From an optimization exercise on the open Yosys and OpenROAD flow, aimed at small area and a short achievable clock period; shortcuts taken in it are not production practice. At most, simulation tests tie the RTL to the original design; equivalence was not proved. No functional check of the RTL was part of run 6.

==> flow/design.v (outline; a module is shown in full before it is edited, if it fits) <==
// module sm_lane: 60 lines
// module sub_module16: 2676 lines
module sub_module16(
  input clk,rst,en,
  input signed [7:0] data1,data2,data3,data4,data5,data6,data7,data8,
  input signed [4:0] addr1,addr2,addr3,addr4,addr5,addr6,addr7,addr8,
  output signed [10:0] out1,out1_2,out1_3,out1_4,out1_5,out1_6,out1_7,out1_8,
  output signed [10:0] out2,out2_2,out2_3,out2_4,out2_5,out2_6,out2_7,out2_8,
  output signed [11:0] sum_out1,sum_out2,sum_out3,sum_out4,sum_out5,sum_out6,sum_out7,sum_out8,
  output signed [12:0] final_sum1,final_sum2,final_sum3,final_sum4,final_sum5,final_sum6,final_sum7,final_sum8,
  output signed [13:0] partial_sum14,partial_sum14_1,partial_sum14_2,partial_sum14_3,
  output signed [14:0] partial_sum15,partial_sum15_1,
  output signed [15:0] partial_sum16
);
  // ...
==> flow/flow/run.sh <==
#!/bin/bash
# The standard ORFS layout (standard.sh, unchanged synthesis) with two changes
# before global placement:
#  - the buffers that synthesis left in the netlist are removed, as the
#    standard flow does only when timing-driven placement is on;
#  - every port gets a sky130_fd_sc_hd__buf_1 as its buffer rather than the
#    larger cell buffer_ports picks by default (the resizer may still upsize it).
# make's whole output goes to standard.log; ORFS keeps each step's log under orfs/logs.
set -euo pipefail
work=$(pwd)
export PRE_GLOBAL_PLACE_TCL="$work/flow/pre_global_place.tcl"
export BUFFER_PORTS_ARGS="-buffer_cell sky130_fd_sc_hd__buf_1"
bash standard.sh > "$work/standard.log" 2>&1
==> flow/flow/pre_global_place.tcl <==
# Sourced by ORFS's global_place.tcl before it buffers the ports.
remove_buffers
==> flow/standard.sh <==
#!/bin/bash
# synth_recipe.tcl (not shown) runs the flow's synth.tcl, then flattens the netlist and writes it again
# the make line also repeats each setting of config.mk as NAME=value (left out here)
make -C /OpenROAD-flow-scripts/flow DESIGN_CONFIG=/design/flow/config.mk WORK_HOME=/design/flow/orfs CLKGATE_MAP_FILE= SYNTH_SCRIPT=/design/flow/synth_recipe.tcl "${@:-finish}"
==> flow/config.mk <==
export PLATFORM = sky130hd
export DESIGN_NAME = sub_module16
export DESIGN_NICKNAME = sub_module16
export VERILOG_FILES = /design/flow/design.v
export SDC_FILE = /design/flow/constraint.sdc
export NUM_CORES = 4
export LEC_CHECK = 0
export CAP_MARGIN = 20
export CORE_MARGIN = 2
export CORE_UTILIZATION = 50
export GPL_TIMING_DRIVEN = 0
export PLACE_DENSITY = 0.62
export SLEW_MARGIN = 20
==> flow/constraint.sdc <==
create_clock -name core_clock -period 13.0 [get_ports {clk}]
set_input_delay 2.6000 -clock core_clock [delete_from_list [all_inputs] [get_ports {clk}]]
set_output_delay 2.6000 -clock core_clock [all_outputs]
set_load 0.01 [all_outputs]
==> impl_metrics.csv, run 1 <==
group,metric,value,unit
outcome,run_status,"no timing/DRC/antenna violations",
timing,layout_worst_path_cycle_share,97.21,%
cells_and_area,multi_input_area_share,73.04,%
timing,setup_ws,362.3,ps
global_routing,global_route.usage.total,32.63,%
timing,hold_viol,0,
placement,placement.cell_area,0.02075,sq mm
placement,placement.io_buffers,576,
timing,grt_setup_unrepaired,"yes",
cells_and_area,n_multi_input_combinational_cell,2098,
cells_and_area,layout.core_utilization,55.86,%
route,drtPass1Iterations,5,
yosys,main_combinational_cell_family_by_area_after_synthesis,"compound AO/OA/AOI/OAI gates",
route,wirelength_met1,29220,microns
yosys,synth_mux_area_share,1.230,%
cts,tritoncts,"built",
route,post_dr_vias_cell,5.981,
setup_path,timing.critical_path.max_delay_family,"compound AO/OA/AOI/OAI gates",
yosys,yosysTopAreaCell,"ha_1",
flow_run,maxCapViolations,0,
placement,dp.final_hpwl,63320,microns
global_routing,grt_util_met2,56.28,%
cells_and_area,mostFrequentLayoutCells,"546 x buf_1, 225 x ha_1, 191 x nor2_1",
global_routing,pin_count_of_the_biggest_net_entering_global_routing,44,
==> run 2: changes to the inputs <==
--- a/flow/config.mk
+++ b/flow/config.mk
@@ -7,2 +7,3 @@
 export LEC_CHECK = 0
+export ABC_AREA = 1
 export CAP_MARGIN = 20
==> run 2 against run 1 <==
Core utilization is 0.79 points lower. Area after synthesis increased by 4.1%. Hold slack better by 6.8 ps. Still clean on timing, DRC and antenna. Clock-buffer cell count decreased by 3. Maximum frequency decreased by 0.44%. Routed wire length grew 9.8%. Highest routed layer unchanged. Sequential share of layout area is 0.16 points lower. Critical path depth grew 9. Final area rose by 2.0%.
==> impl_metrics.csv, run 2 <==
group,metric,value,unit
outcome,run_status,"no timing/DRC/antenna violations",
cells_and_area,mostFrequentLayoutCells,"865 x nand2_1, 561 x buf_1, 433 x inv_1",
cts,tritoncts,"built",
setup_path,critical-path-top-cell-by-count,"nand3_1",
placement,placement.cell_area,0.02197,sq mm
timing,hold_ws,2383,ps
setup_path,required,10400,ps
yosys,synthMostInstantiatedCell,"nand2_1",
setup_path,slowest_stage,"fa_1",
timing,grt_setup_unrepaired,"yes",
timing,hold_viol,0,
placement,dp.final_hpwl,70940,microns
floorplanning,initial_utilization,50.91,%
floorplanning,die_x,211.4,microns
floorplanning,design.portCount,585,
route,routed-via-count,24160,
yosys,ys.warnings.count,1,
cells_and_area,leading_cell_type_in_the_layout_fill_and_taps_excluded,"nand2_1",
route,wire_length_after_detailed_routing,82370,microns
yosys,yosysTopAreaCell,"nand2_1",
route,post-route-drc-count,0,
route,route.antenna.remaining_nets,0,
cells_and_area,final_layout_size_suffix_gt1_share,6.341,%
setup_path,worstSetupEndpointType,"output pin",
yosys,yosys.area_share.xor_xnor,8.962,%
setup_path,setup.worst_path.class,"in -> out",
cells_and_area,post_route_standard_cell_area_excluding_fillers,0.02326,sq mm
timing,worst_slew_pin_tran,688.0,ps
flow_run,maxCapViolations,0,
global_routing,grt_most_used_layer,"met2",
global_routing,via_count_of_the_first_global_routing_pass,21350,
timing,total_setup_violations_reported_at_the_end_of_the_flow,0,
global_routing,grt_use_met3,8.263,%
global_routing,grt_remaining_overflow,0,
timing,layout_worst_path_cycle_share,97.65,%
global_routing,globalRouteMet1Util,44.75,%
placement,placement.io_buffers,576,
yosys,ys_seq_elements,64,
yosys,main_combinational_cell_family_by_area_after_synthesis,"simple AND/OR/NAND/NOR gates",
global_routing,grt_first_pass_wirelength,119400,microns
yosys,postSynth.asyncResetShare,0,%
cells_and_area,layout.core_utilization,55.07,%
yosys,synth_cells,3444,
yosys,synthesis.area_per_instance,6.243,sq um
timing,max_freq,78.78,MHz
timing,finalMaxSlewViolations,0,
floorplanning,placementRows,75,
placement,gp_congestion,1.003,
cts,cts.sink_count,64,
yosys,synth_largest_type_area_fraction,15.26,%
cts,cts-buffers-inserted,9,
timing,fin_crit,12690,ps
floorplanning,die_h,211.4,microns
yosys,synthAdderAreaFrac,16.52,%
yosys,synth_ff_type,"edfxtp_1",
yosys,ys_seq_area_share,8.939,%
cts,clock_pin_slew_on_the_worst_setup_and_hold_paths,60,ps
yosys,synth_compound_gate_area_share,16.96,%
route,drtIter0Drc,2049,
yosys,synth_mux_area_share,0.04656,%
route,drt-wirelength-per-cell,19.10,microns
min_path,hold_path_class,"in -> reg",
global_routing,grt_util_met2,54.67,%
cells_and_area,final_net_count,4141,
route,post_dr_vias_cell,5.601,
yosys,synth-simple-area-share,29.11,%
floorplanning,design.core.area,0.04223,sq mm
timing,maxSlewHeadroom,53.80,%
setup_path,timing.critical_path.fanout_max,10,
cells_and_area,flow.area_growth_from_synthesis,8.171,%
setup_path,setup.worst_path.start_class,"primary input",
cts,clk_root_buffer_cell,"clkbuf_16",
global_routing,pin_count_of_the_biggest_net_entering_global_routing,29,
setup_path,critical_path.max_stage_delay,450,ps
cts,cts_buffer_depth,2,
yosys,synth_cell_types,56,
yosys,synth_edf_count,64,
yosys,synth.cell_area,0.02150,sq mm
yosys,synth.area.top_cells,"nand2_1 15%, ha_1 14%, buf_4 11%",
setup_path,timing.critical_path.arrival,10090,ps
route,drtPass1Iterations,6,
floorplanning,fp.dieArea,0.04467,sq mm
cts,hold_buffers,0,
global_routing,global_route.usage.total,34.72,%
cts,cts_max_level,3,
yosys,synth_top_cells_by_count,"874 x nand2_1, 438 x inv_1, 312 x buf_4",
global_routing,grt_antenna_before_repair,2,
## run 2: worst max-delay path: cells and delay by family
kind / cells / cell delay [ps]
adder cells (fa/ha/maj): 6 / 2060
XOR/XNOR: 5 / 900
buffers and inverters: 7 / 880
AND/OR/NAND/NOR: 13 / 1520
AO/OA/AOI/OAI: 13 / 2110
## run 2: what timing repair did
action | in CTS | in global routing
setup endpoints to repair | 5 | 7
resized for setup | 19 | 133
buffers inserted | 4 | 50
pin swaps | 3 | 42
cloned | 0 | 1
## run 2: worst paths after layout
check	from	end	slack [ps]	depth (start not counted)
min	data5[7]	l5.d[7]$_DFFE_PP_	2380	1
max	addr6[1]	partial_sum16[14]	310	44
## run 2: kinds of logic (layout without fill, tap and decap cells)
group | Yosys count | count (layout)
XOR/XNOR | 220 | 220
flip-flops | 64 | 64
buffers and inverters | 788 | 1105
other | 1 | 13
multiplexers | 1 | 1
AO/OA/AOI/OAI | 621 | 621
adder cells (fa/ha/maj) | 270 | 270
AND/OR/NAND/NOR | 1479 | 1480
## run 2: area by class of cell
| cell class | count | area, sq um |
|---|---|---|
| repair buffers | 633 | 2669 |
| well taps | 539 | 674.4 |
| flip-flops and latches | 64 | 1922 |
| diodes | 5 | 12.51 |
| clock inverters | 7 | 93.84 |
| multi-input cells | 2600 | 15930 |
| clock buffers | 9 | 225.2 |
| inverters | 456 | 1725 |
| fillers | 4437 | 18970 |
## run 2: stage by stage
| stage | TNS, ps | instances | worst slack, ps |
|---|---|---|---|
| after detailed placement | -1814 | 4237 | -613.2 |
| after floorplan | 0 | 3451 | 1391 |
| after CTS | 0 | 4257 | 2.462 |
| after global routing | -171.7 | 4309 | -129.4 |
| after global placement | -37760 | 4234 | -2441 |
| final | 0 | 4313 | 305.8 |
## run 2: layer usage
layer	part of all wire, %	routed length [microns]
met3	10	8216
met1	41	33810
met2	44	36190
met5	0	0
met4	5.0	4154
==> run 3: changes to the inputs <==
--- a/flow/flow/run.sh
+++ b/flow/flow/run.sh
@@ -12,2 +12,3 @@
 export BUFFER_PORTS_ARGS="-buffer_cell sky130_fd_sc_hd__buf_1"
+export RECOVER_POWER=100
 bash standard.sh > "$work/standard.log" 2>&1
--- a/flow/config.mk
+++ b/flow/config.mk
@@ -7,3 +7,2 @@
 export LEC_CHECK = 0
-export ABC_AREA = 1
 export CAP_MARGIN = 20
@@ -11,2 +10,3 @@
 export CORE_UTILIZATION = 50
+export CTS_BUF_LIST = sky130_fd_sc_hd__clkbuf_4 sky130_fd_sc_hd__clkbuf_8
 export GPL_TIMING_DRIVEN = 0
==> run 3 against run 2 <==
Now fails the layout checks on capacitance limit, slew limit. Sequential share of layout area rose by 0.21 points. Flip-flop and latch count unchanged. Non-clock buffer count grew 1.
==> impl_metrics.csv, run 3 <==
group,metric,value,unit
outcome,run_status,"finished with violations",
outcome,check_faults,"capacitance limit, slew limit",
placement,placement.cell_area,0.02075,sq mm
floorplanning,placementRows,74,
cells_and_area,mostFrequentLayoutCells,"546 x buf_1, 226 x ha_1, 191 x nor2_1",
route,wire_length_after_detailed_routing,75320,microns
setup_path,timing.critical_path.fanout_max,10,
global_routing,global_route.usage.total,32.65,%
cells_and_area,final_layout_size_suffix_gt1_share,11.84,%
yosys,synth_top_cells_by_count,"310 x buf_4, 247 x ha_1, 212 x xnor2_1",
yosys,yosysTopAreaCell,"ha_1",
yosys,synth_ff_type,"edfxtp_1",
cts,clk_root_buffer_cell,"clkbuf_8",
route,drtIter0Drc,1332,
cts,cts.sink_count,64,
yosys,synth.cell_area,0.02065,sq mm
cts,cts_buffer_depth,2,
yosys,ys.warnings.count,1,
cells_and_area,final_net_count,3337,
yosys,synthesis.area_per_instance,7.505,sq um
yosys,synthMostInstantiatedCell,"buf_4",
cells_and_area,leading_cell_type_in_the_layout_fill_and_taps_excluded,"buf_1",
yosys,synth_edf_count,64,
timing,finalMaxSlewViolations,56,
placement,dp.final_hpwl,63320,microns
floorplanning,initial_utilization,50.58,%
yosys,synth_largest_type_area_fraction,14.96,%
timing,worst_slew_pin_tran,2009,ps
setup_path,setup.worst_path.class,"in -> out",
setup_path,required,10400,ps
cts,cts-buffers-inserted,9,
timing,fin_crit,12660,ps
timing,grt_setup_unrepaired,"yes",
yosys,synth.area.top_cells,"ha_1 15%, buf_4 11%, edfxtp_1 9.3%",
route,post_dr_vias_cell,5.980,
setup_path,timing.critical_path.arrival,10060,ps
cells_and_area,flow.area_growth_from_synthesis,9.845,%
timing,hold_viol,0,
placement,placement.io_buffers,576,
setup_path,timing.critical_path.buf_inv,6,
yosys,synth_cell_types,73,
setup_path,critical-path-top-cell-by-count,"a21oi_2",
placement,dp_slack,-1105,ps
floorplanning,design.core.area,0.04083,sq mm
floorplanning,design.portCount,585,
cts,clock_pin_slew_on_the_worst_setup_and_hold_paths,90,ps
min_path,hold_path_class,"in -> reg",
route,route.top_layer_used,"met4",
floorplanning,fp.dieArea,0.04295,sq mm
yosys,postSynth.asyncResetShare,0,%
cts,tritoncts,"built",
route,routed-via-count,20920,
cells_and_area,nFillCells,3969,
route,met3_length,5050,microns
flow_run,maxCapViolations,2,
route,drt-wirelength-per-cell,21.53,microns
setup_path,critical_path.max_stage_delay,380,ps
placement,gp_congestion,1.016,
route,wirelength_met1,29460,microns
global_routing,pin_count_of_the_biggest_net_entering_global_routing,44,
floorplanning,die_x,207.2,microns
timing,total_setup_violations_reported_at_the_end_of_the_flow,0,
route,routed-wl-met2,35840,microns
route,route.antenna.remaining_nets,0,
route,post-route-drc-count,0,
setup_path,timing.critical_path.max_delay_family,"compound AO/OA/AOI/OAI gates",
cells_and_area,post_route_standard_cell_area_excluding_fillers,0.02269,sq mm
global_routing,grt_first_pass_wirelength,110500,microns
setup_path,setup.worst_path.start_class,"primary input",
timing,max_freq,79.01,MHz
global_routing,grt_antenna_before_repair,2,
timing,layout_worst_path_cycle_share,97.36,%
global_routing,via_count_of_the_first_global_routing_pass,19290,
cts,hold_buffers,0,
setup_path,worstSetupEndpointType,"output pin",
floorplanning,die_h,207.2,microns
setup_path,slowest_stage,"ha_1",
global_routing,grt_remaining_overflow,0,
timing,maxSlewHeadroom,-33.91,%
route,drtPass1Iterations,6,
cts,cts_max_level,3,
yosys,ys_seq_elements,64,
yosys,ys_seq_area_share,9.305,%
timing,setup_ws,343.2,ps
yosys,synth_cells,2752,
[run 3: metrics by stage]
stage / util, % / setup TNS [ps] / cells / hold slack (ps)
3_5_place_dp: 50.82 / -3975 / 3427 / 2770
3_3_place_gp: 50.58 / -204520 / 3423 / 2767
2_1_floorplan: - / 0 / 2759 / 2699
4_1_cts: 52.37 / 0 / 3450 / 2283
5_1_grt: 55.56 / -181.9 / 3499 / 2298
6_report: 55.56 / 0 / 3499 / 2319
[run 3: area by class of cell]
| class | instances | area (sq um) | area share [%] |
|---|---|---|---|
| Inverter | 153 | 575.6 | 2.537 |
| Sequential cell | 64 | 1922 | 8.471 |
| Clock buffer | 12 | 146.4 | 0.6453 |
| Multi-Input combinational cell | 2098 | 16640 | 73.36 |
| Timing Repair Buffer | 634 | 2660 | 11.73 |
| Antenna cell | 2 | 5.005 | 0.02206 |
| Tap cell | 532 | 665.6 | 2.934 |
| Clock inverter | 4 | 68.82 | 0.3033 |
[run 3: cell families after synthesis]
kind of cell | after synthesis | share of synthesized area (%)
fa+ha+maj | 270 | 17.19
xor+xnor | 332 | 14.12
mux | 25 | 1.230
other cells | 1 | 0.01816
flops | 64 | 9.305
compound gates | 767 | 25.58
simple gates | 696 | 15.96
buf+inv | 597 | 16.60
[run 3: worst paths after layout]
| check | startpoint | to | slack (ps) | cells after the start |
|---|---|---|---|---|
| worst max-delay path | addr7[1] | partial_sum16[14] | 340 | 39 |
| worst min-delay path | data6[3] | l6.d[3]$_DFFE_PP_ | 2320 | 1 |
[run 3: timing repair]
| item | in CTS | in global routing |
|---|---|---|
| resized for setup | 82 | 208 |
| pin swaps | 13 | 69 |
| endpoints found under the setup margin | 7 | 9 |
| buffers inserted | 7 | 47 |
| endpoints found under the hold margin | 0 | 0 |
[run 3: routing by layer]
layer  track usage, %  vias to the layer above
met1            37.53                     9995
met4            18.84                        0
met5                0                        -
met2            56.06                      832
li1                 -                     9887
met3            6.868                      209
==> run 4: changes to the inputs <==
--- a/flow/flow/run.sh
+++ b/flow/flow/run.sh
@@ -12,3 +12,2 @@
 export BUFFER_PORTS_ARGS="-buffer_cell sky130_fd_sc_hd__buf_1"
-export RECOVER_POWER=100
 bash standard.sh > "$work/standard.log" 2>&1
==> run 4 against run 3 <==
Now clean on timing, DRC and antenna. Via count fell by 0.13%. Routed wire length fell by 0.10%. Critical path depth rose by 2. Largest cell class unchanged.
==> impl_metrics.csv, run 4 <==
group,metric,value,unit
timing,grt_setup_unrepaired,"yes",
route,routed-via-count,20900,
route,wire_length_after_detailed_routing,75240,microns
setup_path,setup.worst_path.class,"in -> out",
cts,cts_max_level,3,
yosys,synth.cell_area,0.02065,sq mm
cts,tritoncts,"built",
floorplanning,fp.dieArea,0.04295,sq mm
timing,finalMaxSlewViolations,0,
yosys,synthMostInstantiatedCell,"buf_4",
placement,placement.io_buffers,576,
yosys,ys_seq_elements,64,
timing,fin_crit,12630,ps
yosys,synth_edf_count,64,
route,route.antenna.remaining_nets,0,
cts,cts-buffers-inserted,9,
setup_path,critical-path-top-cell-by-count,"a21oi_2",
timing,hold_ws,2318,ps
timing,max_freq,79.18,MHz
yosys,ys_seq_area_share,9.305,%
placement,gp_congestion,1.016,
floorplanning,initial_utilization,50.58,%
cells_and_area,layout.core_utilization,55.64,%
yosys,synthesis.area_per_instance,7.505,sq um
timing,worst_slew_pin_tran,813.9,ps
setup_path,timing.critical_path.max_delay_family,"compound AO/OA/AOI/OAI gates",
yosys,ys.warnings.count,1,
cells_and_area,mostFrequentLayoutCells,"546 x buf_1, 226 x ha_1, 191 x nor2_1",
setup_path,critical_path.max_stage_delay,370,ps
min_path,hold_path_class,"in -> reg",
setup_path,timing.critical_path.buf_inv,3,
cells_and_area,leading_cell_type_in_the_layout_fill_and_taps_excluded,"buf_1",
outcome,run_status,"no timing/DRC/antenna violations",
yosys,synth_top_cells_by_count,"310 x buf_4, 247 x ha_1, 212 x xnor2_1",
floorplanning,design.core.area,0.04083,sq mm
timing,maxSlewHeadroom,45.41,%
cells_and_area,flow.area_growth_from_synthesis,9.996,%
cts,hold_buffers,0,
global_routing,pin_count_of_the_biggest_net_entering_global_routing,44,
route,post-route-drc-count,0,
timing,total_setup_violations_reported_at_the_end_of_the_flow,0,
cts,clk_root_buffer_cell,"clkbuf_8",
cts,clock_pin_slew_on_the_worst_setup_and_hold_paths,90,ps
setup_path,slowest_stage,"ha_2",
setup_path,setup.worst_path.start_class,"primary input",
yosys,synth_cells,2752,
global_routing,grt_remaining_overflow,0,
cts,cts_buffer_depth,2,
route,drtIter0Drc,1314,
setup_path,timing.critical_path.arrival,10030,ps
global_routing,grt_antenna_before_repair,2,
yosys,synth_largest_type_area_fraction,14.96,%
yosys,synth.area.top_cells,"ha_1 15%, buf_4 11%, edfxtp_1 9.3%",
placement,dp.final_hpwl,63320,microns
timing,layout_worst_path_cycle_share,97.15,%
global_routing,via_count_of_the_first_global_routing_pass,19290,
global_routing,grt_first_pass_wirelength,110500,microns
setup_path,worstSetupEndpointType,"output pin",
route,post_dr_vias_cell,5.973,
floorplanning,placementRows,74,
cells_and_area,nFillCells,3958,
cts,cts.sink_count,64,
timing,hold_viol,0,
global_routing,global_route.usage.total,32.65,%
route,drt-wirelength-per-cell,21.51,microns
yosys,synth_ff_type,"edfxtp_1",
route,drtPass1Iterations,5,
setup_path,timing.critical_path.fanout_max,9,
floorplanning,die_x,207.2,microns
floorplanning,die_h,207.2,microns
floorplanning,design.portCount,585,
yosys,synth_cell_types,73,
cells_and_area,final_layout_size_suffix_gt1_share,11.94,%
cells_and_area,final_net_count,3337,
yosys,postSynth.asyncResetShare,0,%
setup_path,required,10400,ps
flow_run,maxCapViolations,0,
yosys,yosysTopAreaCell,"ha_1",
[run 4: per-layer routing]
metal	GRT usage (%)	vias to the layer above	share of wire, %
li1	-	9878	-
met1	37.53	9975	39
met2	56.06	839	48
met3	6.868	203	6.9
met4	18.84	0	6.5
met5	0	-	0
[run 4: cells by family after synthesis]
family | after synthesis | synth area share (%)
compound gates | 767 | 25.58
simple gates | 696 | 15.96
buf+inv | 597 | 16.60
xor+xnor | 332 | 14.12
fa+ha+maj | 270 | 17.19
flops | 64 | 9.305
mux | 25 | 1.230
other cells | 1 | 0.01816
[run 4: final timing paths]
check / slack [ps] / startpoint / end / cells past startpoint
worst max-delay path: 370 / addr1[1] / partial_sum16[14] / 41
worst min-delay path: 2320 / data6[2] / l6.d[2]$_DFFE_PP_ / 1
[run 4: layout make-up]
type,count,area (sq um),area share (%)
Clock inverter,4,68.82,0.3029
Sequential cell,64,1922,8.460
Clock buffer,12,146.4,0.6444
Inverter,153,575.6,2.533
Multi-Input combinational cell,2098,16640,73.26
Timing Repair Buffer,634,2694,11.86
Tap cell,532,665.6,2.930
Antenna cell,1,2.502,0.01102
[run 4: repair_timing]
item	CTS	global route
pin swaps	13	69
setup endpoints to repair	7	9
setup buffers	7	47
resized for setup	82	208
[run 4: stage by stage]
| stage | cells | cell area (sq um) | setup TNS, ps | setup WS (ps) |
|---|---|---|---|---|
| final | 3498 | 22720 | 0 | 370.1 |
| after floorplan | 2759 | 20680 | 0 | 674.6 |
| after CTS | 3450 | 21380 | 0 | 22.04 |
| after detailed placement | 3427 | 20750 | -3975 | -1105 |
| after global placement | 3423 | 20650 | -204520 | -4710 |
| after global routing | 3498 | 22720 | -181.9 | -128.2 |
==> run 5: changes to the inputs <==
--- a/flow/config.mk
+++ b/flow/config.mk
@@ -9,6 +9,6 @@
 export CORE_MARGIN = 2
-export CORE_UTILIZATION = 50
+export CORE_UTILIZATION = 40
 export CTS_BUF_LIST = sky130_fd_sc_hd__clkbuf_4 sky130_fd_sc_hd__clkbuf_8
 export GPL_TIMING_DRIVEN = 0
-export PLACE_DENSITY = 0.62
+export PLACE_DENSITY = 0.52
 export SLEW_MARGIN = 20
==> run 5 against run 4 <==
Core utilization fell by 11 points. Critical path type unchanged. Synthesized cell count unchanged. Hold slack better by 8.0 ps. Sequential share of layout area down 0.11 points. Final area increased by 1.3%. Setup slack worse by 130 ps. Non-clock buffer count fell by 2. Die area rose by 24%.
==> impl_metrics.csv, run 5 <==
group,metric,value,unit
outcome,run_status,"no timing/DRC/antenna violations",
placement,dp_slack,-1254,ps
floorplanning,placementRows,83,
global_routing,pin_count_of_the_biggest_net_entering_global_routing,40,
setup_path,setup.worst_path.start_class,"primary input",
floorplanning,design.portCount,585,
route,drtPass1Iterations,8,
yosys,synth_edf_count,64,
timing,total_setup_violations_reported_at_the_end_of_the_flow,0,
yosys,synth_top_cells_by_count,"310 x buf_4, 247 x ha_1, 212 x xnor2_1",
floorplanning,initial_utilization,40.34,%
cells_and_area,final_standard_cell_count_with_taps_included_and_fillers_excluded,3645,
placement,placement.io_buffers,576,
timing,fin_crit,12760,ps
placement,gp_congestion,0.9806,
setup_path,slowest_stage,"ha_2",
setup_path,critPathLaunch,"addr5[1]",
timing,layout_worst_path_cycle_share,98.12,%
global_routing,grt_first_pass_wirelength,112400,microns
yosys,ys_seq_area_share,9.305,%
yosys,synth_cells,2752,
cts,clock_pin_slew_on_the_worst_setup_and_hold_paths,100,ps
cts,cts.sink_count,64,
floorplanning,design.core.area,0.05120,sq mm
floorplanning,die_h,231.2,microns
timing,setup_ws,244.0,ps
yosys,synth_cell_types,73,
setup_path,timing.critical_path.arrival,10160,ps
setup_path,timing.critical_path.fanout_max,12,
cts,tritoncts,"built",
route,drt-wirelength-per-cell,21.25,microns
placement,dp.cells,3575,
floorplanning,fp.dieArea,0.05347,sq mm
setup_path,critical_path.max_stage_delay,380,ps
timing,maxSlewHeadroom,45.26,%
yosys,yosysTopAreaCell,"ha_1",
placement,dp.final_hpwl,65200,microns
route,route.antenna.remaining_nets,0,
yosys,synthMostInstantiatedCell,"buf_4",
min_path,hold_path_class,"in -> reg",
timing,finalMaxSlewViolations,0,
setup_path,setup.worst_path.class,"in -> out",
yosys,synth.area.top_cells,"ha_1 15%, buf_4 11%, edfxtp_1 9.3%",
yosys,ys.warnings.count,1,
global_routing,global_route.usage.total,27.08,%
yosys,postSynth.asyncResetShare,0,%
setup_path,worstSetupEndpointType,"output pin",
timing,setup_tns,0,ps
yosys,synthesis.area_per_instance,7.505,sq um
global_routing,grt_remaining_overflow,0,
cells_and_area,final_net_count,3336,
route,post_dr_vias_cell,5.622,
global_routing,grt_antenna_before_repair,0,
cts,cts_max_level,3,
global_routing,via_count_of_the_first_global_routing_pass,19220,
cells_and_area,final_layout_size_suffix_gt1_share,12.35,%
route,routed-via-count,20490,
setup_path,setup.worst_path.end,"partial_sum16[14]",
timing,hold_viol,0,
yosys,ys_seq_elements,64,
cells_and_area,flow.area_growth_from_synthesis,11.46,%
cells_and_area,leading_cell_type_in_the_layout_fill_and_taps_excluded,"buf_1",
flow_run,maxCapViolations,0,
floorplanning,die_x,231.2,microns
cells_and_area,mostFrequentLayoutCells,"545 x buf_1, 226 x ha_1, 189 x nor2_1",
route,wire_length_after_detailed_routing,77450,microns
route,drtIter0Drc,1205,
route,post-route-drc-count,0,
yosys,synth_largest_type_area_fraction,14.96,%
cts,cts-buffers-inserted,9,
cts,clk_root_buffer_cell,"clkbuf_8",
timing,max_freq,78.39,MHz
yosys,synth.cell_area,0.02065,sq mm
setup_path,required,10400,ps
yosys,synth_ff_type,"edfxtp_1",
cells_and_area,layout.core_utilization,44.96,%
timing,worst_slew_pin_tran,816.2,ps
cts,cts_buffer_depth,2,
run 5: cell counts after synthesis:
Identical to the previous run, type by type.
run 5: repair_timing:
action                     CTS  global route
buffers inserted             8            42
gates resized for setup     76           233
setup endpoints to repair   12             7
pin swaps                    8            55
cloned                       2             1
hold buffers                 0             0
run 5: worst min-delay path by stage:
stage / from / end / slack [ps] / cells after the start
detailed placement: data3[4] / l3.d[4]$_DFFE_PP_ / 2770 / 1
global route: data1[3] / l1.d[3]$_DFFE_PP_ / 2300 / 1
floorplan: data1[0] / l1.d[0]$_DFFE_PP_ / 2700 / 0
CTS: data1[3] / l1.d[3]$_DFFE_PP_ / 2280 / 1
finish: data1[3] / l1.d[3]$_DFFE_PP_ / 2330 / 1
global placement: data3[6] / l3.d[6]$_DFFE_PP_ / 2770 / 1
run 5: layout make-up:
class,instances,area [sq um]
Timing Repair Buffer,632,2759
Tap cell,680,850.8
Clock inverter,6,83.83
Sequential cell,64,1922
Antenna cell,1,2.502
Fill cell,5339,28180
Inverter,153,575.6
Clock buffer,10,131.4
Multi-Input combinational cell,2099,16690
run 5: critical path, delay by kind of cell:
kind / cells / cell delay, ps
AND/OR/NAND/NOR: 9 / 1160
adder cells (fa/ha/maj): 5 / 1700
AO/OA/AOI/OAI: 17 / 3380
XOR/XNOR: 4 / 850
buffers and inverters: 3 / 450
run 5: through the flow:
stage                     hold slack (ps)  instance area [sq um]
after detailed placement             2771                  20940
after CTS                            2284                  21600
after global routing                 2300                  23020
after floorplan                      2699                  20680
final                                2326                  23020
after global placement               2767                  20840
run 5: per-layer routing:
layer	part of all wire, %	GRT usage (%)	up-vias
li1	-	-	9875
met2	49	47.40	735
met4	4.1	10.81	0
met3	6.1	5.241	133
met5	0	0	-
met1	41	32.40	9749
run 5: logic make-up (layout without fill, tap and decap cells):
family	Yosys count	count (layout)	synth area share, %
simple gates	696	696	15.96
compound gates	767	768	25.58
fa+ha+maj	270	270	17.19
flops	64	64	9.305
mux	25	25	1.230
buf+inv	597	801	16.60
other cells	1	9	0.01816
xor+xnor	332	332	14.12
==> module sm_lane, before the edit <==
module sm_lane (
  input         clk,
  input         rst,
  input         en,
  input  [7:0]  data,
  input  [4:0]  addr,
  output [10:0] out1,
  output [10:0] out2,
  output [10:0] t
);
  reg [7:0] d;
  always @(posedge clk)
    if (rst) d <= data;
  wire [7:0] n  = -d;
  wire       nz = |d;
  wire [2:0] a = addr[2:0];
  wire       sn1 = en & addr[4];
  reg        sn2;
  reg  [1:0] k1, k2;
  always @(*) begin
    if (!en) begin
      sn2 = 1'b0; k1 = 2'd0; k2 = 2'd0;
    end else if (!addr[4]) begin
      case (a)
        3'd0: begin k1 = 2'd0; sn2 = 1'b1; k2 = 2'd0; end
        3'd1: begin k1 = 2'd2; sn2 = 1'b1; k2 = 2'd3; end
        3'd2: begin k1 = 2'd1; sn2 = 1'b1; k2 = 2'd2; end
        3'd3: begin k1 = 2'd2; sn2 = 1'b0; k2 = 2'd3; end
        3'd4: begin k1 = 2'd0; sn2 = 1'b1; k2 = 2'd1; end
        3'd5: begin k1 = 2'd1; sn2 = 1'b0; k2 = 2'd3; end
        3'd6: begin k1 = 2'd1; sn2 = 1'b0; k2 = 2'd2; end
        default: begin k1 = 2'd0; sn2 = 1'b1; k2 = 2'd3; end
      endcase
    end else begin
      case (a)
        3'd0: begin k1 = 2'd1; sn2 = 1'b1; k2 = 2'd1; end
        3'd1: begin k1 = 2'd0; sn2 = 1'b0; k2 = 2'd3; end
        3'd2: begin k1 = 2'd1; sn2 = 1'b1; k2 = 2'd2; end
        3'd3: begin k1 = 2'd1; sn2 = 1'b1; k2 = 2'd3; end
        3'd4: begin k1 = 2'd0; sn2 = 1'b0; k2 = 2'd1; end
        3'd5: begin k1 = 2'd2; sn2 = 1'b1; k2 = 2'd3; end
        3'd6: begin k1 = 2'd1; sn2 = 1'b0; k2 = 2'd2; end
        default: begin k1 = 2'd2; sn2 = 1'b0; k2 = 2'd3; end
      endcase
    end
  end
  wire [7:0] v1 = sn1 ? n : d;
  wire [7:0] v2 = sn2 ? n : d;
  wire       f1 = sn1 & nz;
  wire       f2 = sn2 & nz;
  assign out1 = ({11{k1 == 2'd0}} & {v1, 3'b000}) |
                ({11{k1 == 2'd1}} & {f1, v1, 2'b00}) |
                ({11{k1 == 2'd2}} & {f1, f1, v1, 1'b0});
  assign out2 = ({11{k2 == 2'd0}} & {v2, 3'b000}) |
                ({11{k2 == 2'd1}} & {f2, v2, 2'b00}) |
                ({11{k2 == 2'd2}} & {f2, f2, v2, 1'b0}) |
                ({11{k2 == 2'd3}} & {f2, f2, f2, v2});
  assign t = (addr[4:3] == 2'b01) ? {d, 3'b000} :
             (addr[4:3] == 2'b10) ? {n, 3'b000} : 11'd0;
endmodule
==> run 6: changes to the inputs <==
--- a/flow/design.v
+++ b/flow/design.v
@@ -50,9 +50,12 @@
   wire       f2 = sn2 & nz;
-  assign out1 = ({11{k1 == 2'd0}} & {v1, 3'b000}) |
-                ({11{k1 == 2'd1}} & {f1, v1, 2'b00}) |
-                ({11{k1 == 2'd2}} & {f1, f1, v1, 1'b0});
-  assign out2 = ({11{k2 == 2'd0}} & {v2, 3'b000}) |
-                ({11{k2 == 2'd1}} & {f2, v2, 2'b00}) |
-                ({11{k2 == 2'd2}} & {f2, f2, v2, 1'b0}) |
-                ({11{k2 == 2'd3}} & {f2, f2, f2, v2});
+  assign out1 = (k1 == 2'd0) ? {v1, 3'b000} : (k1 == 2'd1) ? {f1, v1, 2'b00} : {f1, f1, v1, 1'b0};
+  reg [10:0] o2;
+  always @(*)
+    case (k2)
+      2'd0: o2 = {v2, 3'b000};
+      2'd1: o2 = {f2, v2, 2'b00};
+      2'd2: o2 = {f2, f2, v2, 1'b0};
+      default: o2 = {f2, f2, f2, v2};
+    endcase
+  assign out2 = o2;
   assign t = (addr[4:3] == 2'b01) ? {d, 3'b000} :
--- a/flow/config.mk
+++ b/flow/config.mk
@@ -9,6 +9,6 @@
 export CORE_MARGIN = 2
-export CORE_UTILIZATION = 40
+export CORE_UTILIZATION = 50
 export CTS_BUF_LIST = sky130_fd_sc_hd__clkbuf_4 sky130_fd_sc_hd__clkbuf_8
 export GPL_TIMING_DRIVEN = 0
-export PLACE_DENSITY = 0.52
+export PLACE_DENSITY = 0.62
 export SLEW_MARGIN = 20
==> run 6 against run 5 <==
Core utilization up 9.4 points. Final cell count decreased by 1.3%. First-iteration DRC count is 26% higher. Via count increased by 4.3%. Critical path depth fell by 4. Non-clock buffer count shrank 16. Largest cell class unchanged. Die area decreased by 18%. Final area is 1.1% lower.
==> impl_metrics.csv, run 6 <==
group,metric,value,unit
outcome,run_status,"no timing/DRC/antenna violations",
setup_path,critical_path.max_stage_delay,710,ps
yosys,postSynth.asyncResetShare,0,%
placement,dp.cells,3543,
timing,grt_setup_unrepaired,"yes",
yosys,ys_seq_elements,64,
setup_path,timing.critical_path.arrival,10100,ps
timing,total_setup_violations_reported_at_the_end_of_the_flow,0,
yosys,synth_top_cells_by_count,"310 x buf_4, 247 x ha_1, 243 x nor2_1",
floorplanning,initial_utilization,50.55,%
yosys,yosysTopAreaCell,"ha_1",
cells_and_area,flow.area_growth_from_synthesis,7.576,%
setup_path,slowest_stage,"xnor2_1",
route,drtPass1Iterations,7,
cells_and_area,nFillCells,4232,
route,route.antenna.remaining_nets,0,
cells_and_area,final_standard_cell_count_with_taps_included_and_fillers_excluded,3599,
placement,gp_congestion,1.016,
floorplanning,die_x,209.7,microns
cells_and_area,post_route_standard_cell_area_excluding_fillers,0.02276,sq mm
setup_path,critPathLaunch,"addr5[0]",
timing,setup_tns,0,ps
placement,dp.final_hpwl,66630,microns
floorplanning,die_h,209.7,microns
yosys,synth_ff_type,"edfxtp_1",
cells_and_area,leading_cell_type_in_the_layout_fill_and_taps_excluded,"buf_1",
min_path,min-delay-start,"data6[2]",
yosys,synth_edf_count,64,
floorplanning,placementRows,75,
route,route.top_layer_used,"met5",
global_routing,grt_remaining_overflow,0,
yosys,synth_cell_types,87,
yosys,synth_largest_type_area_fraction,14.61,%
setup_path,worstSetupEndpointType,"output pin",
yosys,synthesis.area_per_instance,7.382,sq um
cts,tritoncts,"built",
cts,clk_root_buffer_cell,"clkbuf_8",
placement,placement.io_buffers,576,
timing,fin_crit,12700,ps
global_routing,grt_first_pass_wirelength,114300,microns
route,drtIter0Drc,1513,
route,wirelength_met1,33120,microns
route,post_dr_vias_cell,5.940,
setup_path,setup.worst_path.start_class,"primary input",
yosys,synth.area.top_cells,"ha_1 15%, buf_4 11%, edfxtp_1 9.1%",
route,post-route-drc-count,0,
setup_path,timing.critical_path.fanout_max,9,
cts,hold_buffers,0,
cells_and_area,mostFrequentLayoutCells,"546 x buf_1, 238 x nor2_1, 238 x ha_1",
cts,cts_max_level,3,
yosys,synth.cell_area,0.02116,sq mm
timing,layout_worst_path_cycle_share,97.71,%
cts,clock_pin_slew_on_the_worst_setup_and_hold_paths,100,ps
yosys,ys_seq_area_share,9.084,%
yosys,synth_cells,2866,
cts,cts.sink_count,64,
min_path,hold_path_class,"in -> reg",
global_routing,pin_count_of_the_biggest_net_entering_global_routing,51,
setup_path,setup.worst_path.class,"in -> out",
timing,hold_viol,0,
route,routed-via-count,21380,
floorplanning,design.portCount,585,
route,drt-wirelength-per-cell,21.83,microns
setup_path,setup.worst_path.end,"partial_sum16[13]",
route,routed-wl-met2,36620,microns
timing,max_freq,78.73,MHz
global_routing,via_count_of_the_first_global_routing_pass,19170,
placement,placement.cell_area,0.02128,sq mm
setup_path,required,10400,ps
placement,dp_slack,-756.2,ps
flow_run,maxCapViolations,0,
cts,cts-buffers-inserted,9,
global_routing,grt_antenna_before_repair,7,
cells_and_area,final_layout_size_suffix_gt1_share,8.511,%
floorplanning,fp.dieArea,0.04397,sq mm
timing,finalMaxSlewViolations,0,
yosys,synthMostInstantiatedCell,"buf_4",
timing,maxSlewHeadroom,41.90,%
yosys,ys.warnings.count,1,
cells_and_area,final_net_count,3427,
timing,setup_ws,297.8,ps
timing,worst_slew_pin_tran,865.3,ps
route,met3_length,5885,microns
cts,cts_buffer_depth,2,
route,wire_length_after_detailed_routing,78560,microns
global_routing,global_route.usage.total,33.58,%
timing,hold_ws,2341,ps
floorplanning,design.core.area,0.04185,sq mm
-- run 6: cell count changes after synthesis, sizes merged, moves of 11 or more --
| cell | change |
|---|---|
| inv | +13 |
| a21o | +12 |
| nand2 | +11 |
| nor2 | +42 |
| o221ai | -35 |
| a31oi | +17 |
| o22a | -33 |
| nand3 | -12 |
| a21oi | +33 |
-- run 6: repair_timing --
| item | in CTS | in global routing |
|---|---|---|
| resized for setup | 53 | 148 |
| setup buffers | 11 | 20 |
| cloned | 1 | 3 |
| setup endpoints to repair | 8 | 7 |
| pin swaps | 4 | 27 |
-- run 6: stage by stage --
| step | utilization, % |
|---|---|
| 2_1_floorplan | - |
| 3_3_place_gp | 50.57 |
| 3_5_place_dp | 50.85 |
| 4_1_cts | 52.16 |
| 5_1_grt | 54.37 |
| 6_report | 54.38 |
-- run 6: kinds of logic after synthesis --
family	share of synthesized area, %
AND/OR/NAND/NOR	16.23
AO/OA/AOI/OAI	25.97
other	0.01773
multiplexers	1.632
adder cells (fa/ha/maj)	16.78
buffers and inverters	16.33
flip-flops	9.084
XOR/XNOR	13.95
-- run 6: worst min path at each step --
stage,depth (start not counted),slack [ps],to
after global placement,1,2770,l2.d[0]$_DFFE_PP_
final,1,2340,l6.d[2]$_DFFE_PP_
after detailed placement,1,2770,l8.d[1]$_DFFE_PP_
after CTS,1,2320,l6.d[2]$_DFFE_PP_
after floorplan,0,2700,l1.d[0]$_DFFE_PP_
after global routing,1,2340,l6.d[3]$_DFFE_PP_
-- run 6: metal layers --
layer  up-vias  global-route usage (%)
li1      10200                       -
met1     10210                   43.15
met2       833                   55.96
met3       139                   6.434
met4         4                   12.18
met5         -                       0
-- run 6: worst max-delay path: cells and delay by family --
family,cells,cell delay (ps)
fa+ha+maj,5,1850
mux,1,130
xor+xnor,5,1520
compound gates,13,2460
simple gates,4,820
buf+inv,6,730
-- run 6: cell type report --
class / count / area [sq um] / area share [%]
multi-input combinational: 2199 / 16660 / 73.19
antenna: 5 / 12.51 / 0.05498
sequential: 64 / 1922 / 8.444
timing repair buffer: 616 / 2673 / 11.74
tap: 539 / 674.4 / 2.963
clock inverter: 7 / 95.09 / 0.4178
inverter: 160 / 600.6 / 2.639
clock buffer: 9 / 123.9 / 0.5443
==> run 7: changes to the inputs <==
--- a/flow/design.v
+++ b/flow/design.v
@@ -50,12 +50,6 @@
   wire       f2 = sn2 & nz;
-  assign out1 = (k1 == 2'd0) ? {v1, 3'b000} : (k1 == 2'd1) ? {f1, v1, 2'b00} : {f1, f1, v1, 1'b0};
-  reg [10:0] o2;
-  always @(*)
-    case (k2)
-      2'd0: o2 = {v2, 3'b000};
-      2'd1: o2 = {f2, v2, 2'b00};
-      2'd2: o2 = {f2, f2, v2, 1'b0};
-      default: o2 = {f2, f2, f2, v2};
-    endcase
-  assign out2 = o2;
+  wire [10:0] x1 = k1[0] ? {f1, v1, 2'b00} : {v1, 3'b000};
+  wire [10:0] x2 = k2[0] ? {f2, v2, 2'b00} : {v2, 3'b000};
+  assign out1 = k1[1] ? {f1, f1, x1[10:2]} : x1;
+  assign out2 = k2[1] ? {f2, f2, x2[10:2]} : x2;
   assign t = (addr[4:3] == 2'b01) ? {d, 3'b000} :
--- a/flow/config.mk
+++ b/flow/config.mk
@@ -13,2 +13,3 @@
 export PLACE_DENSITY = 0.62
+export SETUP_SLACK_MARGIN = -0.27
 export SLEW_MARGIN = 20
==> run 7 against run 6 <==
Non-clock buffer count fell by 17. Largest cell class unchanged. Critical path type unchanged. Final area is 4.8% lower. Die area down 1.5%. Clock-buffer cell count up 1.
==> impl_metrics.csv, run 7 <==
group,metric,value,unit
outcome,run_status,"no timing/DRC/antenna violations",
cells_and_area,final_net_count,3303,
floorplanning,placementRows,74,
floorplanning,initial_utilization,50.81,%
placement,placement.io_buffers,576,
global_routing,grt_remaining_overflow,0,
route,drt-wirelength-per-cell,20.21,microns
timing,fin_crit,12800,ps
cts,tritoncts,"built",
timing,setup_tns,0,ps
yosys,ys.warnings.count,1,
cells_and_area,layout.core_utilization,52.83,%
setup_path,critical_path.max_stage_delay,430,ps
cells_and_area,leading_cell_type_in_the_layout_fill_and_taps_excluded,"buf_1",
floorplanning,design.core.area,0.04102,sq mm
yosys,synth_edf_count,64,
min_path,min-delay-start,"data5[2]",
yosys,synth_cells,2745,
cts,cts_buffer_depth,2,
placement,gp_congestion,0.9728,
setup_path,worstSetupEndpointType,"output pin",
floorplanning,fp.dieArea,0.04333,sq mm
flow_run,maxCapViolations,0,
setup_path,timing.critical_path.arrival,10200,ps
route,route.antenna.remaining_nets,0,
route,post_dr_vias_cell,5.712,
cts,clock_pin_slew_on_the_worst_setup_and_hold_paths,80,ps
setup_path,required,10400,ps
min_path,capture_endpoint_of_the_worst_hold_path,"l5.d[2]$_DFFE_PP_",
route,routed-via-count,19770,
global_routing,global_route.usage.total,31.02,%
setup_path,setup.worst_path.start_class,"primary input",
placement,dp.final_hpwl,60420,microns
min_path,hold_depth,1,
global_routing,grt_antenna_before_repair,1,
timing,grt_setup_unrepaired,"yes",
floorplanning,die_h,208.2,microns
floorplanning,design.portCount,585,
route,post-route-drc-count,0,
cells_and_area,nFillCells,4106,
yosys,synth_ff_type,"edfxtp_1",
setup_path,setup.worst_path.class,"in -> out",
floorplanning,die_x,208.2,microns
yosys,ys_seq_elements,64,
setup_path,critical-path-top-cell-by-count,"nor2_1",
min_path,hold_path_class,"in -> reg",
global_routing,grt_first_pass_wirelength,104800,microns
timing,total_setup_violations_reported_at_the_end_of_the_flow,0,
timing,hold_viol,0,
yosys,synth_cell_types,67,
timing,layout_worst_path_cycle_share,98.47,%
yosys,synth_largest_type_area_fraction,14.83,%
cts,cts_max_level,3,
timing,worst_slew_pin_tran,763.6,ps
cells_and_area,mostFrequentLayoutCells,"549 x buf_1, 246 x ha_1, 207 x nor2_1",
cts,cts.sink_count,64,
setup_path,slowest_stage,"fa_1",
global_routing,pin_count_of_the_biggest_net_entering_global_routing,45,
yosys,synthMostInstantiatedCell,"buf_4",
yosys,synth.cell_area,0.02084,sq mm
yosys,synth_top_cells_by_count,"310 x buf_4, 247 x ha_1, 209 x nor2_1",
yosys,ys_seq_area_share,9.221,%
timing,finalMaxSlewViolations,0,
timing,maxSlewHeadroom,48.75,%
cts,clk_root_buffer_cell,"clkbuf_8",
route,drtPass1Iterations,6,
route,drtIter0Drc,1048,
global_routing,via_count_of_the_first_global_routing_pass,18700,
timing,max_freq,78.12,MHz
cells_and_area,final_layout_size_suffix_gt1_share,6.250,%
cts,cts-buffers-inserted,9,
route,wire_length_after_detailed_routing,69950,microns
setup_path,timing.critical_path.fanout_max,14,
yosys,yosysTopAreaCell,"ha_1",
yosys,synth.area.top_cells,"ha_1 15%, buf_4 11%, edfxtp_1 9.2%",
yosys,synthesis.area_per_instance,7.593,sq um
cells_and_area,flow.area_growth_from_synthesis,3.962,%
yosys,postSynth.asyncResetShare,0,%
==> run 7: cell types whose count changed after synthesis, moves of 28 or more <==
cell,delta
mux2i_1,+77
mux2_2,+50
o221ai_1,-36
nor2_1,-34
o21ai_1,+28
==> run 7: logic make-up (layout without fill, tap and decap cells) <==
family	after synthesis	in the layout	share of synthesized area, %
multiplexers	168	168	8.416
adder cells (fa/ha/maj)	270	270	17.04
AO/OA/AOI/OAI	629	629	19.31
buffers and inverters	583	759	16.14
other	1	9	0.01799
XOR/XNOR	340	340	14.36
AND/OR/NAND/NOR	690	690	15.50
flip-flops	64	64	9.221
==> run 7: what timing repair did <==
item                                    in CTS  in global routing
endpoints found under the setup margin       4                  7
hold buffers                                 0                  0
setup buffers                                0                 18
pin swaps                                    0                  9
gates cloned                                 0                  0
resized for setup                           11                 96
==> run 7: stage by stage <==
step | hold slack [ps] | worst slack, ps | area (sq um) | cells
3_3_place_gp | 2767 | -4593 | 20880 | 3424
2_1_floorplan | 2699 | 967.7 | 20870 | 2752
5_1_grt | 2305 | -327.5 | 21670 | 3460
4_1_cts | 2286 | -268.5 | 21150 | 3442
3_5_place_dp | 2770 | -606.8 | 20970 | 3429
6_report | 2336 | 198.6 | 21670 | 3461
==> run 7: worst max-delay path by stage <==
stage	from	end	slack, ps	depth (start not counted)
2_1_floorplan	addr8[1]	partial_sum16[14]	970	37
3_3_place_gp	en	partial_sum16[14]	-4590	34
3_5_place_dp	addr6[4]	partial_sum16[15]	-610	34
4_1_cts	addr3[0]	partial_sum16[15]	-270	36
5_1_grt	addr7[4]	partial_sum16[14]	-330	38
6_report	addr3[4]	partial_sum16[15]	200	40
==> run 7: metal layers <==
| metal | up-vias | global-route usage [%] | routed length (microns) |
|---|---|---|---|
| li1 | 9592 | - | - |
| met1 | 9278 | 36.80 | 28210 |
| met2 | 754 | 53.21 | 33170 |
| met3 | 144 | 5.736 | 5014 |
| met4 | 0 | 16.50 | 3549 |
| met5 | - | 0 | 0 |
==> run 7: area by class of cell <==
type / count / area [sq um] / area share (%)
Clock inverter: 3 / 12.51 / 0.05774
Tap cell: 532 / 665.6 / 3.072
Inverter: 147 / 551.8 / 2.546
Clock buffer: 10 / 131.4 / 0.6063
Antenna cell: 1 / 2.502 / 0.01155
Multi-Input combinational cell: 2105 / 15940 / 73.57
Timing Repair Buffer: 599 / 2442 / 11.27
Sequential cell: 64 / 1922 / 8.869
==> run 7: worst max-delay path, delay by kind of cell <==
| kind | cells | cell delay [ps] |
|---|---|---|
| AO/OA/AOI/OAI | 15 | 2660 |
| adder cells (fa/ha/maj) | 6 | 2010 |
| AND/OR/NAND/NOR | 11 | 1290 |
| buffers and inverters | 4 | 700 |
| XOR/XNOR | 4 | 920 |
==> run 8: changes to the inputs <==
--- a/flow/config.mk
+++ b/flow/config.mk
@@ -13,3 +13,2 @@
 export PLACE_DENSITY = 0.62
-export SETUP_SLACK_MARGIN = -0.27
 export SLEW_MARGIN = 20
==> run 8 against run 7 <==
Synthesized cell count is the same. Final area rose by 2.6%. Sequential share of layout area shrank 0.23 points. Critical endpoint unchanged.
==> impl_metrics.csv, run 8 <==
group,metric,value,unit
yosys,ys_seq_area_share,9.221,%
placement,placement.io_buffers,576,
timing,worst_slew_pin_tran,765.5,ps
min_path,min-delay-start,"data5[7]",
floorplanning,design.portCount,585,
placement,dp.cells,3429,
yosys,synthesis.area_per_instance,7.593,sq um
cells_and_area,final_standard_cell_count_with_taps_included_and_fillers_excluded,3479,
setup_path,slowest_stage,"fa_1",
timing,grt_setup_unrepaired,"yes",
global_routing,pin_count_of_the_biggest_net_entering_global_routing,45,
global_routing,grt_antenna_before_repair,1,
route,drtIter0Drc,1006,
setup_path,critical-path-top-cell-by-count,"nor2_1",
setup_path,setup.worst_path.class,"in -> out",
placement,gp_congestion,0.9728,
yosys,synth_edf_count,64,
global_routing,global_route.usage.total,31.11,%
yosys,synth_largest_type_area_fraction,14.83,%
cts,tritoncts,"built",
cts,cts_buffer_depth,2,
yosys,synthMostInstantiatedCell,"buf_4",
cells_and_area,final_layout_size_suffix_gt1_share,9.437,%
floorplanning,die_h,208.2,microns
yosys,synth_cell_types,67,
setup_path,setup.worst_path.start_class,"primary input",
placement,dp_slack,-606.8,ps
timing,total_setup_violations_reported_at_the_end_of_the_flow,0,
route,post-route-drc-count,0,
route,wire_length_after_detailed_routing,70880,microns
yosys,synth.area.top_cells,"ha_1 15%, buf_4 11%, edfxtp_1 9.2%",
yosys,synth_ff_type,"edfxtp_1",
flow_run,maxCapViolations,0,
timing,setup_ws,397.9,ps
yosys,yosysTopAreaCell,"ha_1",
cts,cts.sink_count,64,
cts,clock_pin_slew_on_the_worst_setup_and_hold_paths,90,ps
yosys,synth.cell_area,0.02084,sq mm
cts,cts-buffers-inserted,9,
setup_path,required,10400,ps
min_path,hold_path_class,"in -> reg",
floorplanning,placementRows,74,
setup_path,timing.critical_path.fanout_max,14,
cells_and_area,final_net_count,3321,
timing,fin_crit,12600,ps
floorplanning,die_x,208.2,microns
floorplanning,fp.dieArea,0.04333,sq mm
route,drt-wirelength-per-cell,20.37,microns
global_routing,via_count_of_the_first_global_routing_pass,18780,
outcome,run_status,"no timing/DRC/antenna violations",
cts,cts_max_level,3,
min_path,hold_depth,1,
floorplanning,design.core.area,0.04102,sq mm
setup_path,worstSetupEndpointType,"output pin",
route,drtPass1Iterations,5,
timing,maxSlewHeadroom,48.62,%
yosys,ys.warnings.count,1,
global_routing,grt_remaining_overflow,0,
yosys,postSynth.asyncResetShare,0,%
cts,hold_buffers,0,
yosys,synth_top_cells_by_count,"310 x buf_4, 247 x ha_1, 209 x nor2_1",
timing,max_freq,79.35,MHz
cts,clk_root_buffer_cell,"clkbuf_8",
route,routed-via-count,19900,
cells_and_area,layout.core_utilization,54.20,%
timing,hold_viol,0,
placement,dp.final_hpwl,60420,microns
floorplanning,initial_utilization,50.81,%
route,post_dr_vias_cell,5.719,
setup_path,critical_path.max_stage_delay,460,ps
yosys,synth_cells,2745,
setup_path,timing.critical_path.arrival,10000,ps
cells_and_area,mostFrequentLayoutCells,"544 x buf_1, 237 x ha_1, 205 x nor2_1",
yosys,ys_seq_elements,64,
cells_and_area,flow.area_growth_from_synthesis,6.670,%
global_routing,grt_first_pass_wirelength,105100,microns
cells_and_area,leading_cell_type_in_the_layout_fill_and_taps_excluded,"buf_1",
timing,finalMaxSlewViolations,0,
route,route.antenna.remaining_nets,0,
timing,layout_worst_path_cycle_share,96.94,%
min_path,capture_endpoint_of_the_worst_hold_path,"l5.d[7]$_DFFE_PP_",
[run 8: cells by family (layout without fill, tap and decap cells)]
| family | count (synthesis) | after routing | share of synthesized area (%) |
|---|---|---|---|
| XOR/XNOR | 340 | 340 | 14.36 |
| flip-flops | 64 | 64 | 9.221 |
| buffers and inverters | 583 | 777 | 16.14 |
| multiplexers | 168 | 168 | 8.416 |
| other | 1 | 9 | 0.01799 |
| AND/OR/NAND/NOR | 690 | 690 | 15.50 |
| adder cells (fa/ha/maj) | 270 | 270 | 17.04 |
| AO/OA/AOI/OAI | 629 | 629 | 19.31 |
[run 8: final cells by class]
cell class | count | area, sq um
inverters | 147 | 551.8
diodes | 1 | 2.502
clock inverters | 3 | 12.51
clock buffers | 10 | 131.4
multi-input cells | 2105 | 16320
fillers | 4065 | 18780
repair buffers | 617 | 2623
well taps | 532 | 665.6
flip-flops and latches | 64 | 1922
[run 8: stage by stage]
stage,hold WS [ps],setup TNS (ps),cell area [sq um]
final,2333,0,22230
after CTS,2286,0,21290
after detailed placement,2770,-2041,20970
after floorplan,2699,0,20870
after global routing,2305,-74.39,22230
after global placement,2767,-252810,20880
[run 8: critical path, delay by kind of cell]
family	cells	cell delay [ps]
AO/OA/AOI/OAI	13	2320
XOR/XNOR	5	1130
adder cells (fa/ha/maj)	7	2360
buffers and inverters	4	610
AND/OR/NAND/NOR	9	990
[run 8: timing repair]
item	in CTS	in global routing
pin swaps	0	34
setup endpoints to repair	7	7
gates cloned	0	1
gates resized for setup	43	150
setup buffers	3	32
[run 8: per-layer routing]
metal	global-route usage [%]	vias up	wire [microns]
met3	5.751	167	5052
met1	36.81	9353	28450
li1	-	9629	-
met4	16.30	0	3788
met5	0	-	0
met2	53.59	748	33580
[run 8: worst max path at each step]
stage,start,end,cells past startpoint
3_5_place_dp,addr6[4],partial_sum16[15],34
4_1_cts,addr5[4],partial_sum16[15],38
5_1_grt,addr8[4],partial_sum16[14],38
2_1_floorplan,addr8[1],partial_sum16[14],37
3_3_place_gp,en,partial_sum16[14],34
6_report,addr3[4],partial_sum16[15],38
==> run 9: changes to the inputs <==
--- a/flow/config.mk
+++ b/flow/config.mk
@@ -13,2 +13,3 @@
 export PLACE_DENSITY = 0.62
+export SETUP_SLACK_MARGIN = -0.2
 export SLEW_MARGIN = 20
==> run 9 against run 8 <==
Global-route usage shrank 0.054 points. Still clean. Die area stayed put. Via count is 0.30% lower. Sequential share of layout area is 0.19 points higher. Maximum frequency down 1.1%. Highest routed layer unchanged. Core utilization decreased by 1.2 points. Area after synthesis did not move. Critical path depth stayed put. Flip-flop and latch count unchanged. Routed wire length fell by 1.0%. Hold slack worse by 3.2 ps. Final area is 2.2% lower.
==> impl_metrics.csv, run 9 <==
group,metric,value,unit
outcome,run_status,"no timing/DRC/antenna violations",
floorplanning,die_h,208.2,microns
cts,cts-buffers-inserted,9,
route,routed-via-count,19840,
cts,cts_buffer_depth,2,
yosys,synth_top_cells_by_count,"310 x buf_4, 247 x ha_1, 209 x nor2_1",
cts,tritoncts,"built",
timing,total_setup_violations_reported_at_the_end_of_the_flow,0,
placement,dp.cells,3429,
timing,setup_tns,0,ps
timing,fin_crit,12740,ps
setup_path,timing.critical_path.max_delay_family,"adder cells",
floorplanning,design.portCount,585,
setup_path,timing.critical_path.fanout_max,14,
setup_path,timing.critical_path.buf_inv,4,
floorplanning,design.core.area,0.04102,sq mm
timing,setup_ws,264.0,ps
cells_and_area,leading_cell_type_in_the_layout_fill_and_taps_excluded,"buf_1",
cts,hold_buffers,0,
yosys,ys.warnings.count,1,
cts,cts_max_level,3,
placement,placement.cell_area,0.02097,sq mm
global_routing,grt_antenna_before_repair,1,
setup_path,worstSetupEndpointType,"output pin",
cts,clk_root_buffer_cell,"clkbuf_8",
yosys,synth_ff_type,"edfxtp_1",
route,drtIter0Drc,1089,
cts,clock_pin_slew_on_the_worst_setup_and_hold_paths,90,ps
yosys,synth.cell_area,0.02084,sq mm
setup_path,setup.worst_path.start_class,"primary input",
yosys,synth.area.top_cells,"ha_1 15%, buf_4 11%, edfxtp_1 9.2%",
flow_run,maxCapViolations,0,
cts,cts.sink_count,64,
yosys,synthesis.area_per_instance,7.593,sq um
placement,dp_slack,-606.8,ps
global_routing,pin_count_of_the_biggest_net_entering_global_routing,45,
yosys,ys_seq_elements,64,
route,post_dr_vias_cell,5.730,
cells_and_area,mostFrequentLayoutCells,"548 x buf_1, 246 x ha_1, 207 x nor2_1",
yosys,synth_cell_types,67,
global_routing,via_count_of_the_first_global_routing_pass,18730,
timing,hold_ws,2330,ps
yosys,postSynth.asyncResetShare,0,%
timing,worst_slew_pin_tran,770.0,ps
yosys,yosysTopAreaCell,"ha_1",
setup_path,required,10400,ps
timing,finalMaxSlewViolations,0,
yosys,synth_largest_type_area_fraction,14.83,%
yosys,ys_seq_area_share,9.221,%
placement,dp.final_hpwl,60420,microns
floorplanning,placementRows,74,
timing,max_freq,78.52,MHz
route,wire_length_after_detailed_routing,70150,microns
cells_and_area,flow.area_growth_from_synthesis,4.340,%
timing,hold_viol,0,
route,drtPass1Iterations,6,
global_routing,global_route.usage.total,31.05,%
setup_path,critical-path-top-cell-by-count,"nor2_1",
yosys,synth_cells,2745,
placement,placement.io_buffers,576,
global_routing,grt_first_pass_wirelength,105000,microns
cells_and_area,post_route_standard_cell_area_excluding_fillers,0.02175,sq mm
cells_and_area,final_layout_size_suffix_gt1_share,6.726,%
floorplanning,die_x,208.2,microns
setup_path,timing.critical_path.arrival,10140,ps
setup_path,slowest_stage,"fa_1",
route,route.antenna.remaining_nets,0,
setup_path,critical_path.max_stage_delay,460,ps
floorplanning,fp.dieArea,0.04333,sq mm
yosys,synthMostInstantiatedCell,"buf_4",
cells_and_area,final_standard_cell_count_with_taps_included_and_fillers_excluded,3462,
route,drt-wirelength-per-cell,20.26,microns
timing,maxSlewHeadroom,48.33,%
min_path,hold_path_class,"in -> reg",
cells_and_area,final_net_count,3304,
setup_path,setup.worst_path.class,"in -> out",
placement,gp_congestion,0.9728,
floorplanning,initial_utilization,50.81,%
timing,layout_worst_path_cycle_share,97.97,%
yosys,synth_edf_count,64,
global_routing,grt_remaining_overflow,0,
route,post-route-drc-count,0,
[run 9: cell counts after synthesis]
No cell type changed its count.
[run 9: layout make-up]
type	instances	area [sq um]
diodes	1	2.502
well taps	532	665.6
multi-input cells	2105	16010
fillers	4097	19270
repair buffers	600	2451
clock inverters	3	12.51
inverters	147	551.8
clock buffers	10	131.4
flip-flops and latches	64	1922
[run 9: cell families after synthesis]
| group | synth area share [%] |
|---|---|
| XOR/XNOR | 14.36 |
| flip-flops | 9.221 |
| other | 0.01799 |
| multiplexers | 8.416 |
| AO/OA/AOI/OAI | 19.31 |
| AND/OR/NAND/NOR | 15.50 |
| buffers and inverters | 16.14 |
| adder cells (fa/ha/maj) | 17.04 |
[run 9: timing repair]
item                       4_1_cts  5_1_grt
cloned                           0        0
hold endpoints to repair         0        0
gates resized for setup         17      104
setup buffers                    0       19
pin swaps                        0       10
setup endpoints to repair        4        7
[run 9: path summary, 6_finish.rpt]
path	startpoint	to	slack [ps]	cells after the start
worst max-delay path	addr3[4]	partial_sum16[15]	260	38
worst min-delay path	data5[7]	l5.d[7]$_DFFE_PP_	2330	1
[run 9: stage by stage]
step	utilization, %
after floorplan	-
after global placement	50.92
after detailed placement	51.13
after CTS	51.61
after global routing	53.01
final	53.02
[run 9: routing by layer]
layer  share of wire (%)  global-route usage, %  vias up
met5                   0                      0        -
met4                 5.3                  16.40        0
met3                 7.1                  5.721      160
met2                  47                  53.36      790
met1                  40                  36.82     9302
li1                    -                      -     9585

[static timing again, ports no longer ideal]
Ports are ideal in the flow. The routed layouts listed here were re-timed in OpenROAD.
Step 1: set_driving_cell puts a clkbuf_16 on clk and a buf_2 on each other input, an assumption about the parent block.
Step 2, shift: input delay + t, output delay - t, t = (earliest + latest rising clock arrival at the registers) / 2. This alone moves slack from input paths to output paths.
Three values: ideal, step 1, step 2; two values: the first two.
run | shift t [ns] | setup slack, ns | hold WS [ns] | worst setup path after step 2 | cell pins on the clock port's net
run 1 | 0.439 | 0.362 / 0.328 / 0.329 | 2.376 / 2.342 / 2.781 | input to output | 1
run 2 | 0.438 | 0.306 / 0.249 / 0.249 | 2.383 / 2.353 / 2.790 | input to output | 1
run 3 | 0.488 | 0.343 / 0.304 / 0.304 | 2.319 / 2.289 / 2.777 | input to output | 1
run 4 | 0.486 | 0.370 / 0.309 / 0.309 | 2.318 / 2.288 / 2.774 | input to output | 1
run 5 | 0.478 | 0.244 / 0.181 / 0.181 | 2.326 / 2.298 / 2.775 | input to output | 1
run 6 | 0.455 | 0.298 / 0.265 / 0.265 | 2.341 / 2.315 / 2.770 | input to output | 1
run 7 | 0.472 | 0.199 / 0.156 / 0.156 | 2.336 / 2.305 / 2.777 | input to output | 1
run 8 | 0.470 | 0.398 / 0.360 / 0.360 | 2.333 / 2.303 / 2.773 | input to output | 1
run 9 | 0.475 | 0.264 / 0.221 / 0.221 | 2.330 / 2.300 / 2.774 | input to output | 1
For run 5, which loses most, drivers alone change the setup slack by -0.063 ns; drivers and shift together by -0.063 ns.
